Background: an optimization exercise with open tools, aiming at small area and a short achievable clock period. Do not read the settings as production practice. RTL that was checked went through simulation tests only; none was proved equivalent to the original.

==> job 4239: inputs <==
==> flow/design.v <==
`timescale 1ns / 1ps
module IPD_core
	(
		input wire [18:0] yk, rk,
		input wire [18:0] yp,       
		input wire [18:0] ik1,
		output wire [18:0] n_ik1,
		output wire [19:0] n_a
    );
localparam [18:0] MAX = 19'h3FFFF;
localparam [18:0] MIN = 19'h40000;
function [18:0] clamp20(input [19:0] s);
	clamp20 = (s[19] != s[18]) ? (s[19] ? MIN : MAX) : s[18:0];
endfunction
function [39:0] csa(input [19:0] a, input [19:0] b, input [19:0] c);
	csa = {((a & b) | (a & c) | (b & c)) << 1, a ^ b ^ c};
endfunction
wire ypmin = (yp == MIN);
wire ymin = (yk == MIN);
wire [19:0] t0 = {yk[18], yk} - {yp[18], yp};
wire [19:0] t = {t0[19] ^ ypmin, t0[18:0]};
wire signed [19:0] ts = t;
wire d_min = ts >= 20'sd3496;       
wire d_max = ts <= -20'sd3496;      
wire dsat = d_min | d_max;
wire d_wrap = (ts >= 20'sd1748) | (ts <= -20'sd1748);
wire [39:0] l1 = csa(~(t << 7), ~(t << 4), ~(t << 3));
wire [39:0] l2 = csa(l1[19:0], {l1[39:21], 1'b1}, {t[18:0], 1'b1});
wire [19:0] ds = d_min ? 20'hC0000 : d_max ? 20'h3FFFF : l2[19:0];
wire [19:0] dc = dsat ? 20'd0 : {l2[39:21], 1'b1};
wire signed [18:0] ys = yk;
wire p_min = ys >= 19'sd29128;      
wire p_max = ys <= -19'sd29128;     
wire psat = p_min | p_max;
wire p_wrap = (ys >= 19'sd14564) | (ys <= -19'sd14564);
wire [19:0] yw = {yk[18], yk};
wire [19:0] p18 = (yw << 4) + (yw << 1);
wire [19:0] pm1 = p_min ? 20'hBFFFF : p_max ? 20'hBFFFE : ~p18;
wire [39:0] l3 = csa(ds, dc, pm1);
wire [19:0] v = l3[19:0] + {l3[39:21], 1'b1};
wire par_a = (dsat ? 1'b0 : d_wrap) ^ (psat ? p_max : p_wrap);
wire [19:0] a = {v[19] ^ par_a, v[18:0]};    
wire [19:0] e0 = {rk[18], rk} - {yk[18], yk};
wire [19:0] e = {e0[19] ^ ymin, e0[18:0]};
wire signed [19:0] es = e;
wire m_max = es >= 20'sd74899;
wire m_min = es <= -20'sd74899;
wire msat = m_max | m_min;
wire m_wrap = (es >= 20'sd37450) | (es <= -20'sd37450);
wire [39:0] lq = csa(e << 3, ~e, {ik1[18], ik1});
wire [19:0] q = lq[19:0] + {lq[39:21], 1'b1};
wire [18:0] ik_w = clamp20({q[19] ^ m_wrap, q[18:0]});
wire [18:0] ik1_dec = {1'b0, ik1[17:0]} + 19'h7FFFF;
wire [18:0] ik_max = ik1[18] ? ik1_dec : MAX;
wire [18:0] ik_min = ik1[18] ? MIN : {1'b1, ik1[17:0]};
wire [18:0] ik = m_max ? ik_max : m_min ? ik_min : ik_w;
assign n_ik1 = ik;
assign n_a = a;
endmodule
module IPD_out
	(
		input wire [19:0] a1,      
		input wire [18:0] ik1,
		output wire [18:0] pidk
    );
localparam [18:0] MAX = 19'h3FFFF;
localparam [18:0] MIN = 19'h40000;
wire [18:0] a = (a1[19] != a1[18]) ? (a1[19] ? MIN : MAX) : a1[18:0];
wire [19:0] sum = {a[18], a} + {ik1[18], ik1};
assign pidk = (sum[19] != sum[18]) ? {sum[19], {18{~sum[19]}}} : sum[18:0];
endmodule
module I_PD #(parameter size=19)
	(
		input wire clk, rst, EN,
		input wire signed [size-1:0] yk, rk,
		output wire signed [size-1:0] pidk
    );
reg [18:0] yp, ik1;
reg [19:0] a1;
wire [18:0] n_ik1;
wire [19:0] n_a;
IPD_core core (.yk(yk), .rk(rk), .yp(yp), .ik1(ik1),
	.n_ik1(n_ik1), .n_a(n_a));
IPD_out out (.a1(a1), .ik1(ik1), .pidk(pidk));
always @(posedge clk or posedge rst)
begin
	if (rst) begin
		yp <= 19'd0;
		ik1 <= 19'd0;
		a1 <= 20'd0;
	end
	else if (EN) begin
		yp <= yk;
		ik1 <= n_ik1;
		a1 <= n_a;
	end
end
endmodule
==> flow/flow/run.sh <==
#!/bin/bash
# Standard ORFS layout, except that the port buffers are buf_2 cells
# instead of the delay cells buffer_ports picks by default.
set -euo pipefail
export BUFFER_PORTS_ARGS="-buffer_cell sky130_fd_sc_hd__buf_2"
bash standard.sh finish > standard_flow.log 2>&1
==> flow/standard.sh <==
#!/bin/bash
# synth_recipe.tcl (not shown) runs the flow's synth.tcl, then flattens the netlist and writes it again
# the make line also repeats each setting of config.mk as NAME=value (left out here)
make -C /OpenROAD-flow-scripts/flow DESIGN_CONFIG=/design/flow/config.mk WORK_HOME=/design/flow/orfs CLKGATE_MAP_FILE= SYNTH_SCRIPT=/design/flow/synth_recipe.tcl "${@:-finish}"
==> flow/config.mk <==
export PLATFORM = sky130hd
export DESIGN_NAME = I_PD
export DESIGN_NICKNAME = I_PD
export VERILOG_FILES = /design/flow/design.v
export SDC_FILE = /design/flow/constraint.sdc
export NUM_CORES = 4
export LEC_CHECK = 0
export CAP_MARGIN = 20
export CORE_MARGIN = 2
export CORE_UTILIZATION = 70
export PLACE_DENSITY = 0.8
export SLEW_MARGIN = 20
==> flow/constraint.sdc <==
create_clock -name core_clock -period 20.0 [get_ports {clk}]
set_input_delay 4.0000 -clock core_clock [delete_from_list [all_inputs] [get_ports {clk}]]
set_output_delay 4.0000 -clock core_clock [all_outputs]
set_load 0.01 [all_outputs]
==> inputs of job 5230, as changes to job 4239 <==
==> flow/design.v, changed modules only <==
module IPD_core
	(
		input wire [18:0] yk, rk, yk1, ik1,
		output wire [18:0] n_yk1, n_ik1, n_pidk
    );
localparam [18:0] MAX = 19'h3FFFF;
localparam [18:0] MIN = 19'h40000;
function [18:0] sat_add(input [18:0] a, input [18:0] b);
	reg [19:0] s;
	begin
		s = {a[18], a} + {b[18], b};
		sat_add = (s[19] != s[18]) ? (s[19] ? MIN : MAX) : s[18:0];
	end
endfunction
wire [18:0] neg_yk = -yk;
wire signed [19:0] t = $signed({yk[18], yk}) + $signed({yk1[18], yk1});
wire [18:0] t19 = t[18:0];
wire [18:0] d_w = (t19 << 1) - (t19 << 3) - (t19 << 4) - (t19 << 7);
wire [18:0] dk = (t >= 20'sd3496) ? MIN : (t <= -20'sd3496) ? MAX : d_w;
wire signed [18:0] ys = yk;
wire [18:0] p_w = -((yk << 4) + (yk << 1));
wire [18:0] pk = (ys >= 19'sd29128) ? MIN : (ys <= -19'sd29128) ? MAX : p_w;
wire signed [19:0] e = $signed({rk[18], rk}) + $signed({neg_yk[18], neg_yk});
wire [18:0] e19 = e[18:0];
wire [18:0] m_w = (e19 << 3) - e19;
wire [18:0] m7 = (e >= 20'sd74899) ? MAX : (e <= -20'sd74899) ? MIN : m_w;
wire [18:0] ik = sat_add(m7, ik1);
assign n_yk1 = neg_yk;
assign n_ik1 = ik;
assign n_pidk = sat_add(sat_add(dk, pk), ik);
endmodule
module I_PD #(parameter size=19)
	(
		input wire clk, rst, EN,
		input wire signed [size-1:0] yk, rk,
		output reg signed [size-1:0] pidk
    );
reg [18:0] yk1, ik1;
wire [18:0] n_yk1, n_ik1, n_pidk;
IPD_core core (.yk(yk), .rk(rk), .yk1(yk1), .ik1(ik1),
	.n_yk1(n_yk1), .n_ik1(n_ik1), .n_pidk(n_pidk));
always @(posedge clk or posedge rst)
begin
	if (rst) begin
		yk1 <= 19'd0;
		ik1 <= 19'd0;
		pidk <= 19'd0;
	end
	else if (EN) begin
		yk1 <= n_yk1;
		ik1 <= n_ik1;
		pidk <= n_pidk;
	end
end
endmodule
// module IPD_out removed
==> flow/run.sh (new file) <==
#!/bin/bash
# synth_recipe.tcl (not shown) runs the flow's synth.tcl, then flattens the netlist and writes it again
# the make line also repeats each setting of config.mk as NAME=value (left out here)
make -C /OpenROAD-flow-scripts/flow DESIGN_CONFIG=/design/flow/config.mk WORK_HOME=/design/flow/orfs CLKGATE_MAP_FILE= SYNTH_SCRIPT=/design/flow/synth_recipe.tcl finish
- ABC_CLOCK_PERIOD_IN_PS: not set -> 5000
- CORE_UTILIZATION: 70 -> 40
- PLACE_DENSITY: 0.8 -> 0.6
removed: flow/flow/run.sh
removed: flow/standard.sh
==> inputs of job 5771, as changes to job 4239 <==
==> flow/design.v, changed modules only <==
module IPD_core
	(
		input wire [18:0] yk, rk,
		input wire [18:0] yp,       
		input wire [18:0] ik1,
		output wire [18:0] n_ik1,
		output wire [19:0] n_a
    );
localparam [18:0] MAX = 19'h3FFFF;
localparam [18:0] MIN = 19'h40000;
function [18:0] clamp20(input [19:0] s);
	clamp20 = (s[19] != s[18]) ? (s[19] ? MIN : MAX) : s[18:0];
endfunction
function [39:0] csa(input [19:0] a, input [19:0] b, input [19:0] c);
	csa = {((a & b) | (a & c) | (b & c)) << 1, a ^ b ^ c};
endfunction
wire ypmin = (yp == MIN);
wire ymin = (yk == MIN);
wire [19:0] t0 = {yk[18], yk} - {yp[18], yp};
wire [19:0] t = {t0[19] ^ ypmin, t0[18:0]};
wire signed [19:0] ts = t;
wire d_min = ts >= 20'sd3496;       
wire d_max = ts <= -20'sd3496;      
wire dsat = d_min | d_max;
wire d_wrap = (ts >= 20'sd1748) | (ts <= -20'sd1748);
wire [39:0] l1 = csa(~(t << 7), ~(t << 4), ~(t << 3));
wire [39:0] l2 = csa(l1[19:0], {l1[39:21], 1'b1}, {t[18:0], 1'b1});
wire signed [18:0] ys = yk;
wire p_min = ys >= 19'sd29128;      
wire p_max = ys <= -19'sd29128;     
wire psat = p_min | p_max;
wire p_wrap = (ys >= 19'sd14564) | (ys <= -19'sd14564);
wire par_p = psat ? p_max : p_wrap;
wire [19:0] yw = {yk[18], yk};
wire [19:0] p18 = (yw << 4) + (yw << 1);
wire [19:0] pm1 = p_min ? 20'hBFFFF : p_max ? 20'hBFFFE : ~p18;
wire [39:0] l3 = csa(l2[19:0], {l2[39:21], 1'b1}, pm1);
wire [19:0] v = l3[19:0] + {l3[39:21], 1'b1};
wire [19:0] a_w = {v[19] ^ d_wrap ^ par_p, v[18:0]};
wire [19:0] pd = pm1 + {19'd0, ~d_max};
wire [1:0] pd_hi = pd[19:18] + 2'b11;
wire [19:0] a_s = {pd_hi[1] ^ d_max ^ par_p, pd_hi[0], pd[17:0]};
wire [19:0] a = dsat ? a_s : a_w;            
wire [19:0] e0 = {rk[18], rk} - {yk[18], yk};
wire [19:0] e = {e0[19] ^ ymin, e0[18:0]};
wire signed [19:0] es = e;
wire m_max = es >= 20'sd74899;
wire m_min = es <= -20'sd74899;
wire msat = m_max | m_min;
wire m_wrap = (es >= 20'sd37450) | (es <= -20'sd37450);
wire [39:0] lq = csa(e << 3, ~e, {ik1[18], ik1});
wire [19:0] q = lq[19:0] + {lq[39:21], 1'b1};
wire [18:0] ik_w = clamp20({q[19] ^ m_wrap, q[18:0]});
wire [18:0] ik1_dec = {1'b0, ik1[17:0]} + 19'h7FFFF;
wire [18:0] ik_max = ik1[18] ? ik1_dec : MAX;
wire [18:0] ik_min = ik1[18] ? MIN : {1'b1, ik1[17:0]};
wire [18:0] ik = m_max ? ik_max : m_min ? ik_min : ik_w;
assign n_ik1 = ik;
assign n_a = a;
endmodule
- CORE_UTILIZATION: 70 -> 40
- CTS_BUF_LIST: not set -> sky130_fd_sc_hd__clkbuf_8
- PLACE_DENSITY: 0.8 -> 0.6
==> inputs of job 3782, as changes to job 4239 <==
==> flow/design.v, changed modules only <==
module IPD_core
	(
		input wire [18:0] yk, rk,
		input wire [18:0] yp,       
		input wire [18:0] ik1,
		output wire [18:0] n_ik1, n_a
    );
localparam [18:0] MAX = 19'h3FFFF;
localparam [18:0] MIN = 19'h40000;
function [18:0] clamp20(input [19:0] s);
	clamp20 = (s[19] != s[18]) ? (s[19] ? MIN : MAX) : s[18:0];
endfunction
function [39:0] csa(input [19:0] a, input [19:0] b, input [19:0] c);
	csa = {((a & b) | (a & c) | (b & c)) << 1, a ^ b ^ c};
endfunction
wire ypmin = (yp == MIN);
wire ymin = (yk == MIN);
wire [19:0] t0 = {yk[18], yk} - {yp[18], yp};
wire [19:0] t = {t0[19] ^ ypmin, t0[18:0]};
wire signed [19:0] ts = t;
wire d_min = ts >= 20'sd3496;       
wire d_max = ts <= -20'sd3496;      
wire dsat = d_min | d_max;
wire d_wrap = (ts >= 20'sd1748) | (ts <= -20'sd1748);
wire [39:0] l1 = csa(~(t << 7), ~(t << 4), ~(t << 3));
wire [39:0] l2 = csa(l1[19:0], l1[39:20], t << 1);
wire [19:0] ds = dsat ? 20'd0 : l2[19:0];
wire [19:0] dc = dsat ? 20'd0 : l2[39:20];
wire signed [18:0] ys = yk;
wire p_min = ys >= 19'sd29128;      
wire p_max = ys <= -19'sd29128;     
wire psat = p_min | p_max;
wire p_wrap = (ys >= 19'sd14564) | (ys <= -19'sd14564);
wire [19:0] yc = psat ? 20'h20000 : {yk[18], yk};
wire [19:0] kd = d_min ? 20'hC0000 : d_max ? 20'h3FFFF : 20'd3;
wire [19:0] pr = kd - (yc << 4) - (yc << 1) - {19'd0, p_max};
wire [39:0] l3 = csa(ds, dc, pr);
wire [19:0] v = l3[19:0] + l3[39:20];
wire par_a = (dsat ? 1'b0 : d_wrap) ^ (psat ? p_max : p_wrap);
wire [18:0] a = clamp20({v[19] ^ par_a, v[18:0]});
wire [19:0] e0 = {rk[18], rk} - {yk[18], yk};
wire [19:0] e = {e0[19] ^ ymin, e0[18:0]};
wire signed [19:0] es = e;
wire m_max = es >= 20'sd74899;
wire m_min = es <= -20'sd74899;
wire msat = m_max | m_min;
wire m_wrap = (es >= 20'sd37450) | (es <= -20'sd37450);
wire [19:0] ec = msat ? 20'h40000 : e;
wire [19:0] q = (ec << 3) - ec + {ik1[18], ik1} - {19'd0, m_max};
wire par_q = msat ? m_max : m_wrap;
wire [18:0] ik = clamp20({q[19] ^ par_q, q[18:0]});
assign n_ik1 = ik;
assign n_a = a;
endmodule
module I_PD #(parameter size=19)
	(
		input wire clk, rst, EN,
		input wire signed [size-1:0] yk, rk,
		output wire signed [size-1:0] pidk
    );
reg [18:0] yp, ik1, a1;
wire [18:0] n_ik1, n_a;
wire [19:0] sum = {a1[18], a1} + {ik1[18], ik1};
IPD_core core (.yk(yk), .rk(rk), .yp(yp), .ik1(ik1),
	.n_ik1(n_ik1), .n_a(n_a));
assign pidk = (sum[19] != sum[18]) ? {sum[19], {18{~sum[19]}}} : sum[18:0];
always @(posedge clk or posedge rst)
begin
	if (rst) begin
		yp <= 19'd0;
		ik1 <= 19'd0;
		a1 <= 19'd0;
	end
	else if (EN) begin
		yp <= yk;
		ik1 <= n_ik1;
		a1 <= n_a;
	end
end
endmodule
// module IPD_out removed
==> flow/run.sh (new file) <==
#!/bin/bash
# synth_recipe.tcl (not shown) runs the flow's synth.tcl, then flattens the netlist and writes it again
# the make line also repeats each setting of config.mk as NAME=value (left out here)
make -C /OpenROAD-flow-scripts/flow DESIGN_CONFIG=/design/flow/config.mk WORK_HOME=/design/flow/orfs CLKGATE_MAP_FILE= SYNTH_SCRIPT=/design/flow/synth_recipe.tcl finish
- CORE_UTILIZATION: 70 -> 40
- PLACE_DENSITY: 0.8 -> 0.6
removed: flow/flow/run.sh
removed: flow/standard.sh
==> summary of the runs <==
The highest hold slack belongs to job 3782, the lowest to job 5230.
Die area: job 4239 < job 5230 < job 5771 < job 3782.
The lowest cell count belongs to job 4239, the highest to job 5771.
Utilization, highest first: job 4239, job 5230, job 3782, job 5771.
Routed wire length, lowest first: job 4239, job 5230, job 3782, job 5771.
==> figures <==
Core ar.: job 5771 28000 µm²; job 4239 15800 µm²; job 5230 27000 µm²; job 3782 29500 µm²
Die area: job 5771 30000 µm²; job 4239 17000 µm²; job 5230 28900 µm²; job 3782 31200 µm²
Status: job 5771 finished clean; job 4239 finished clean; job 5230 finished clean; job 3782 finished clean
Endpoint of the worst hold path: job 5771 a1[7]; job 4239 a1[10]; job 5230 pidk[1]; job 3782 a1[18]
Gate count after technology mapping: job 5771 1513; job 4239 1383; job 5230 1378; job 3782 1485
Number of clock-tree buffers in the layout: job 5771 11; job 4239 12; job 5230 10; job 3782 10
Weighted congestion at the end of routability-driven global placement: job 5771 0.912; job 4239 0.996; job 5230 0.910; job 3782 0.917
Vertical extent of the die: job 5771 173 µm; job 4239 130 µm; job 5230 170 µm; job 3782 177 µm
Share of the yosys chip area belonging to registers: job 5771 12.7%; job 4239 13.0%; job 5230 12.9%; job 3782 12.0%
Count of non-filler cells in the finished layout: job 5771 1929; job 4239 1646; job 5230 1772; job 3782 1920
GRT Overall Usage: job 5771 22.1%; job 4239 36.6%; job 5230 21.6%; job 3782 20.8%
For job 4239, job 5230 and job 3782, only the layout was checked, not whether the RTL still works.

separate check: timing with driven ports:
No port has a modelled driver above. Below, the same layouts with a new extraction and two added sets of constraints.
Step 1 sets driving cells, clkbuf_16 on the clock port and buf_2 on the other inputs (assumed; they add their load-dependent delay and slew).
Step 2 adds t to the input delays and takes it off the output delays; t is the mean of the earliest and latest rising clock arrival at the registers after step 1. Input paths then give back, and output paths get back, about the clock's delay inside the block.
Slacks: no drivers / after step 1 / after step 2; pairs: no drivers / after step 1.
| run | t (ns) | slack for setup (ns) | worst setup path after step 2 |
|---|---|---|---|
| job 4239 | 0.386 | 8.529 / 8.537 / 8.151 | input to register |
| job 5230 | 0.388 | 4.396 / 4.419 / 4.031 | input to register |
| job 5771 | 0.405 | 9.904 / 9.919 / 9.514 | input to register |
| job 3782 | 0.387 | 6.391 / 6.418 / 6.032 | input to register |
After both steps setup and hold are still met in every run listed. For job 5771, which loses most, drivers alone change the setup slack by +0.015 ns; drivers and shift together by -0.390 ns.
